Source: an optimization exercise on an open RTL-to-GDS flow (aim: small area and a short achievable clock period). Production flows keep margins and buffers that such runs may drop. Function was checked by simulation only, so behaviour that the tests miss may differ from the original. The clock port is modelled as an ideal driver; clocking choices that lean on that would not hold on a real chip. Power is estimated from default activity; no workload was simulated.

== run A ==
// top
module top (
    input             clk,
    input      [15:0] x,
    input      [15:0] y,
    output reg [31:0] Q_p
);
  wire [15:0] ax, ay;
  wire        s;
  roba_in u_in (.x(x), .y(y), .ax(ax), .ay(ay), .s(s));
  reg  [15:0] ax_r, ay_r;
  reg         s_r;
  always @(posedge clk) begin
    ax_r <= ax;
    ay_r <= ay;
    s_r  <= s;
  end
  wire [30:0] p;
  roba_mid u_mid (.ax(ax_r), .ay(ay_r), .s(s_r), .p(p));
  always @(posedge clk)
    Q_p <= {s_r, p};
endmodule
==> flow/config.mk <==
export PLATFORM = sky130hd
export DESIGN_NAME = top
export DESIGN_NICKNAME = top
export VERILOG_FILES = /design/flow/design.v
export SDC_FILE = /design/flow/constraint.sdc
export NUM_CORES = 8
export LEC_CHECK = 0
export CAP_MARGIN = 20
export CORE_MARGIN = 2
export CORE_UTILIZATION = 40
export SLEW_MARGIN = 20
==> flow/constraint.sdc <==
create_clock -name core_clock -period 14.0 [get_ports {clk}]
set_input_delay 2.8000 -clock core_clock [delete_from_list [all_inputs] [get_ports {clk}]]
set_output_delay 2.8000 -clock core_clock [all_outputs]
set_load 0.01 [all_outputs]
standard.sh (not shown) runs the stock make flow with config.mk's settings and CLKGATE_MAP_FILE= SYNTH_SCRIPT=/design/flow/synth_recipe.tcl, a recipe that flattens the netlist after the stock synthesis.
==> flow/flow/run.sh <==
#!/bin/bash
# Own layout flow: the standard ORFS flow with these changes:
#  - synthesis keeps the modules named in KEEP (flattened again at the end, as the standard flow's script
#    does) so that ABC maps each with a script of its own (ABC_PLAN: module:script pairs);
#  - ports get PORT_BUF buffers;
#  - timing repair aims SETUP_MARGIN ns below the clock period.
# Every tool's output goes to a log file in the work folder (and ORFS's own logs under orfs/logs).
set -euo pipefail
WORK=$(pwd)
FLOWDIR=$WORK/flow
source $FLOWDIR/settings.sh

cp config.mk my_config.mk
cat >> my_config.mk <<EOC
export SETUP_SLACK_MARGIN = ${SETUP_MARGIN}
export TNS_END_PERCENT = 100
export BUFFER_PORTS_ARGS = -buffer_cell ${PORT_BUF}
export SYNTH_KEEP_MODULES = ${KEEP:-}
EOC
[ -n "${EXTRA_MK:-}" ] && printf '%b\n' "$EXTRA_MK" >> my_config.mk
# area recovery after global routing (see post_grt.tcl)
if [ -f $FLOWDIR/post_grt.tcl ]; then
  echo "export POST_GLOBAL_ROUTE_TCL = $FLOWDIR/post_grt.tcl" >> my_config.mk
fi

# synthesis script: the standard flow's, with abc run once per module of ABC_PLAN, each with its own script
{
  echo "proc abc {args} {"
  echo "  set i [lsearch -exact \$args -script]"
  echo "  foreach {mod scr} {${ABC_PLAN}} {"
  echo "    set a \$args"
  echo "    lset a [expr {\$i + 1}] $FLOWDIR/\$scr"
  echo "    if {[string match roba_exp* \$mod]} { foreach c {${EXP_DU:-}} { lappend a -dont_use \$c } }"
  echo "    yosys abc {*}\$a \$mod"
  echo "  }"
  echo "}"
  cat synth_recipe.tcl
} > my_synth.tcl

make -C "$FLOW_HOME" DESIGN_CONFIG=$WORK/my_config.mk WORK_HOME=$WORK/orfs CLKGATE_MAP_FILE= \
  SYNTH_SCRIPT=$WORK/my_synth.tcl finish > $WORK/make_finish.log 2>&1

RES=$WORK/orfs/results/$FLOW_PLATFORM/top/base
: # left out here: write the final layout as DEF
==> flow/flow/dnsize.tcl <==
# Greedy area recovery: downsize combinational cells one drive step at a time while the worst
# setup slack stays at least what it was before.
proc roba_family_sizes { master_name } {
  if { ![regexp {^(.*_)([0-9]+)$} $master_name -> base sz] } { return {} }
  set sizes {}
  foreach lc [get_lib_cells ${base}*] {
    set n [get_name $lc]
    if { [regexp "^[string map {. \\.} $base](\[0-9\]+)\$" $n -> s] } { lappend sizes [list $s $n] }
  }
  return [lsort -integer -index 0 $sizes]
}
proc roba_dnsize { {tol 0.0} {est "-placement"} } {
  estimate_parasitics {*}$est
  set ws0 [sta::worst_slack_cmd max]
  set a0 [rsz::design_area]
  set cands {}
  foreach inst [get_cells *] {
    if { [catch { set lc [get_lib_cells -of_objects $inst] }] || $lc eq "" || $lc eq "NULL" } { continue }
    if { [catch { set mn [get_name $lc] }] } { continue }
    if { [string match "*__dl*" $mn] || [string match "*__sdf*" $mn] } { continue }
    if { [string match "*clkbuf*" $mn] || [string match "clkbuf*" [get_name $inst]] } { continue }
    if { [string match "*tap*" $mn] || [string match "*fill*" $mn] || [string match "*conb*" $mn] } { continue }
    if { ![regexp {_([0-9]+)$} $mn -> sz] } { continue }
    if { $sz <= 1 } { continue }
    # slack of the instance's output
    set s 1e9
    foreach pin [get_pins -of_objects $inst -filter "direction == output"] {
      if { [catch { set ps [get_property $pin slack_max] }] } { set ps "" }
      if { $ps ne "" && $ps < $s } { set s $ps }
    }
    lappend cands [list $s $inst]
  }
  set cands [lsort -real -decreasing -index 0 $cands]
  set n 0
  foreach c $cands {
    set inst [lindex $c 1]
    set done 0
    while { !$done } {
      set mn [get_name [get_lib_cells -of_objects $inst]]
      set sizes [roba_family_sizes $mn]
      regexp {_([0-9]+)$} $mn -> cur
      set smaller ""
      foreach e $sizes { if { [lindex $e 0] < $cur } { set smaller [lindex $e 1] } }
      if { $smaller eq "" } { break }
      if { [catch { replace_cell $inst $smaller }] } { break }
      estimate_parasitics {*}$est
      set ws [sta::worst_slack_cmd max]
      if { $ws < $ws0 - $tol } {
        replace_cell $inst $mn
        estimate_parasitics {*}$est
        set done 1
      } else {
        incr n
      }
    }
  }
  puts "roba_dnsize: $n downsizing steps, area [expr {$a0*1e12}] -> [expr {[rsz::design_area]*1e12}], worst slack [expr {$ws0*1e9}] -> [expr {[sta::worst_slack_cmd max]*1e9}]"
}

proc roba_dnsize_adp { period {est "-placement"} } {
  estimate_parasitics {*}$est
  set ws [expr {[sta::worst_slack_cmd max] * 1e9}]
  set a [expr {[rsz::design_area] * 1e12}]
  set a0 $a; set ws0 $ws
  set cands {}
  foreach inst [get_cells *] {
    if { [catch { set lc [get_lib_cells -of_objects $inst] }] || $lc eq "" || $lc eq "NULL" } { continue }
    if { [catch { set mn [get_name $lc] }] } { continue }
    if { [string match "*__dl*" $mn] || [string match "*__sdf*" $mn] } { continue }
    if { [string match "*clkbuf*" $mn] || [string match "clkbuf*" [get_name $inst]] } { continue }
    if { [string match "*tap*" $mn] || [string match "*fill*" $mn] || [string match "*conb*" $mn] } { continue }
    if { ![regexp {_([0-9]+)$} $mn -> sz] } { continue }
    if { $sz <= 1 } { continue }
    set s 1e9
    foreach pin [get_pins -of_objects $inst -filter "direction == output"] {
      if { [catch { set ps [get_property $pin slack_max] }] } { set ps "" }
      if { $ps ne "" && $ps < $s } { set s $ps }
    }
    lappend cands [list $s $inst]
  }
  set cands [lsort -real -decreasing -index 0 $cands]
  set n 0
  foreach c $cands {
    set inst [lindex $c 1]
    while { 1 } {
      set mn [get_name [get_lib_cells -of_objects $inst]]
      set sizes [roba_family_sizes $mn]
      regexp {_([0-9]+)$} $mn -> cur
      set smaller ""
      foreach e $sizes { if { [lindex $e 0] < $cur } { set smaller [lindex $e 1] } }
      if { $smaller eq "" } { break }
      if { [catch { replace_cell $inst $smaller }] } { break }
      estimate_parasitics {*}$est
      set ws1 [expr {[sta::worst_slack_cmd max] * 1e9}]
      set a1 [expr {[rsz::design_area] * 1e12}]
      if { $a1 * ($period - $ws1) > $a * ($period - $ws) } {
        replace_cell $inst $mn
        estimate_parasitics {*}$est
        break
      }
      set ws $ws1; set a $a1
      incr n
    }
  }
  puts "roba_dnsize_adp: $n steps, area $a0 -> $a, worst slack $ws0 -> $ws"
}
==> flow/flow/post_grt.tcl <==
# After global routing's timing repair: give back area by downsizing cells that do not set the
# worst slack, then legalize and re-route what moved (as global_route.tcl does after its repairs).
source [file join [file dirname [info script]] dnsize.tcl]
roba_dnsize_adp 14.0 -global_routing
log_cmd global_route -start_incremental
log_cmd detailed_placement
log_cmd global_route -end_incremental
log_cmd estimate_parasitics -global_routing
write_guides $::env(RESULTS_DIR)/route.guide
==> flow/flow/settings.sh <==
SETUP_MARGIN=10
PORT_BUF=sky130_fd_sc_hd__buf_1
KEEP="roba_expx roba_expy g_a21oi g_inv g_nand2 g_nor2 g_nor3 g_o21ai g_o22ai g_xnor2 g_xor2 "
ABC_PLAN="roba_expx exp.abc roba_expy exp.abc g_* gate.abc top amap.abc"
EXTRA_MK='export ADDER_MAP_FILE =
export CTS_BUF_LIST = sky130_fd_sc_hd__clkbuf_8
export CTS_CLUSTER_SIZE = 32
export CTS_CLUSTER_DIAMETER = 60
export SKIP_GATE_CLONING = 1
export REMOVE_ABC_BUFFERS = 1
export ROBA_DN_TOL = 0.0'
EXP_DU="sky130_fd_sc_hd__nor4_* sky130_fd_sc_hd__nor3_* sky130_fd_sc_hd__or4_* sky130_fd_sc_hd__or3_* sky130_fd_sc_hd__a211oi_* sky130_fd_sc_hd__a2111oi_* sky130_fd_sc_hd__o2111ai_* sky130_fd_sc_hd__a311oi_* sky130_fd_sc_hd__o311ai_* sky130_fd_sc_hd__a41oi_* sky130_fd_sc_hd__o41ai_* sky130_fd_sc_hd__nor4b_* sky130_fd_sc_hd__nor3b_* sky130_fd_sc_hd__or2_* sky130_fd_sc_hd__and4_* sky130_fd_sc_hd__a221oi_* sky130_fd_sc_hd__o221ai_*"
Other scripts of this flow, unchanged in this note and not shown: flow/flow/amap.abc, flow/flow/exp.abc, flow/flow/gate.abc
Run A went all the way through synthesis, placement and routing and the layout is clean on timing, DRC and antenna.
Setup changes, run A to run B
diff --git a/flow/flow/settings.sh b/flow/flow/settings.sh
--- a/flow/flow/settings.sh
+++ b/flow/flow/settings.sh
@@ -1,2 +1,2 @@
-SETUP_MARGIN=10
+SETUP_MARGIN=9.7
 PORT_BUF=sky130_fd_sc_hd__buf_1
==> results.txt <==
- Run B ran in full, but the layout does not pass; the checks complain about capacitance limit, slew limit.
- Summary of run B over run A: area used by multi-input combinational logic went down; fraction of power consumed by combinational cells down 1.6 points.
- Taking run A as the reference point, the global-route usage of run B falls by 0.30 points.
- Compared with run A, in run B routed wire length now smaller; final worst-path cycle share now larger; total power after layout now smaller; number of global-route vias before repair now smaller.
Here is what was changed in the inputs of run C compared with run B.
diff --git a/flow/flow/run.sh b/flow/flow/run.sh
--- a/flow/flow/run.sh
+++ b/flow/flow/run.sh
@@ -21,2 +21,5 @@
 # area recovery after global routing (see post_grt.tcl)
+if [ -f $FLOWDIR/post_cts.tcl ]; then
+  echo "export POST_CTS_TCL = $FLOWDIR/post_cts.tcl" >> my_config.mk
+fi
 if [ -f $FLOWDIR/post_grt.tcl ]; then
==> flow/flow/post_cts.tcl (new file) <==
source [file join [file dirname [info script]] dnsize.tcl]
roba_dnsize_adp 14.0 -placement
log_cmd detailed_placement
diff --git a/flow/flow/settings.sh b/flow/flow/settings.sh
--- a/flow/flow/settings.sh
+++ b/flow/flow/settings.sh
@@ -1,2 +1,2 @@
-SETUP_MARGIN=9.7
+SETUP_MARGIN=9.4
 PORT_BUF=sky130_fd_sc_hd__buf_1
### Flow results
Every stage of the flow completed for run C, and the final layout passed the timing, DRC and antenna checks. | critical path depth | run C vs run B | 1 higher |. Looking at maximum vdd ir drop, run C sits below run B. Run B → run C: count of routing violations after the opening detailed-route iteration picked up an extra 22%; worst setup slack decreased by 260 ps relative to the old numbers; wire length of the first global-routing pass decreased 190 um; core utilization shrank by 2.2 points; transition time at the pin with the least slew margin -1120 ps.
What run D does differently from run C at the input level:
diff --git a/flow/flow/run.sh b/flow/flow/run.sh
--- a/flow/flow/run.sh
+++ b/flow/flow/run.sh
@@ -21,5 +21,2 @@
 # area recovery after global routing (see post_grt.tcl)
-if [ -f $FLOWDIR/post_cts.tcl ]; then
-  echo "export POST_CTS_TCL = $FLOWDIR/post_cts.tcl" >> my_config.mk
-fi
 if [ -f $FLOWDIR/post_grt.tcl ]; then
diff --git a/flow/flow/dnsize.tcl b/flow/flow/dnsize.tcl
--- a/flow/flow/dnsize.tcl
+++ b/flow/flow/dnsize.tcl
@@ -59,4 +59,3 @@
 
-proc roba_dnsize_adp { period {est "-placement"} } {
-  estimate_parasitics {*}$est
+proc roba_dnsize_adp { period } {
   set ws [expr {[sta::worst_slack_cmd max] * 1e9}]
@@ -92,3 +91,2 @@
       if { [catch { replace_cell $inst $smaller }] } { break }
-      estimate_parasitics {*}$est
       set ws1 [expr {[sta::worst_slack_cmd max] * 1e9}]
@@ -97,3 +95,2 @@
         replace_cell $inst $mn
-        estimate_parasitics {*}$est
         break
diff --git a/flow/flow/post_grt.tcl b/flow/flow/post_grt.tcl
--- a/flow/flow/post_grt.tcl
+++ b/flow/flow/post_grt.tcl
@@ -3,3 +3,3 @@
 source [file join [file dirname [info script]] dnsize.tcl]
-roba_dnsize_adp 14.0 -global_routing
+roba_dnsize $::env(ROBA_DN_TOL) -global_routing
 log_cmd global_route -start_incremental
removed: flow/flow/post_cts.tcl
[summary]
When run D is set beside run C, its measured slew at the worst slew-check pin turns out to be 1110 ps larger. Delta (run D minus run C): minimum setup slack in the final design up 140 ps; layout net count down 13; post-route fraction of the period consumed by the critical path lost 1.0 points. Total power consumption of the routed design, run D vs run C: down slightly. The sequential share of layout area of run D is higher than that of run C. Summary of run C and run D: one run falls short of a clean finish, namely run D. Status run D: flow complete, layout not clean - capacitance limit, slew limit. Run D vs run C: worst vdd rail ir drop up.

==> what the ideal ports hide <==
The flow's constraints put no driver on any port. The routed layouts listed below were extracted and timed again, unchanged, in two steps.
Step 1 sets driving cells, clkbuf_16 on the clock port and buf_2 on the other inputs (assumed; they add their load-dependent delay and slew).
Step 2 also shifts input and output timing later by t, the mid clock arrival at the registers, as if the neighbouring blocks saw the same clock.
a / b / c = ideal / step 1 / step 2; a / b = the first two.
run	t, ns	setup WS [ns]	latest minus earliest clock arrival (ns)	worst data-port slew with drivers (ns)	pins driven straight from the clock port
run A	0.392	10.038 / 10.043 / 9.665	0.009 / 0.009	0.03	1
run B	0.393	9.891 / 9.891 / 9.689	0.009 / 0.010	0.03	1
run C	0.390	9.634 / 9.634 / 9.634	0.008 / 0.009	0.03	1
run D	0.390	9.777 / 9.777 / 9.677	0.008 / 0.009	0.03	1
For run A, which loses most, drivers alone change the setup slack by +0.005 ns; drivers and shift together by -0.373 ns.
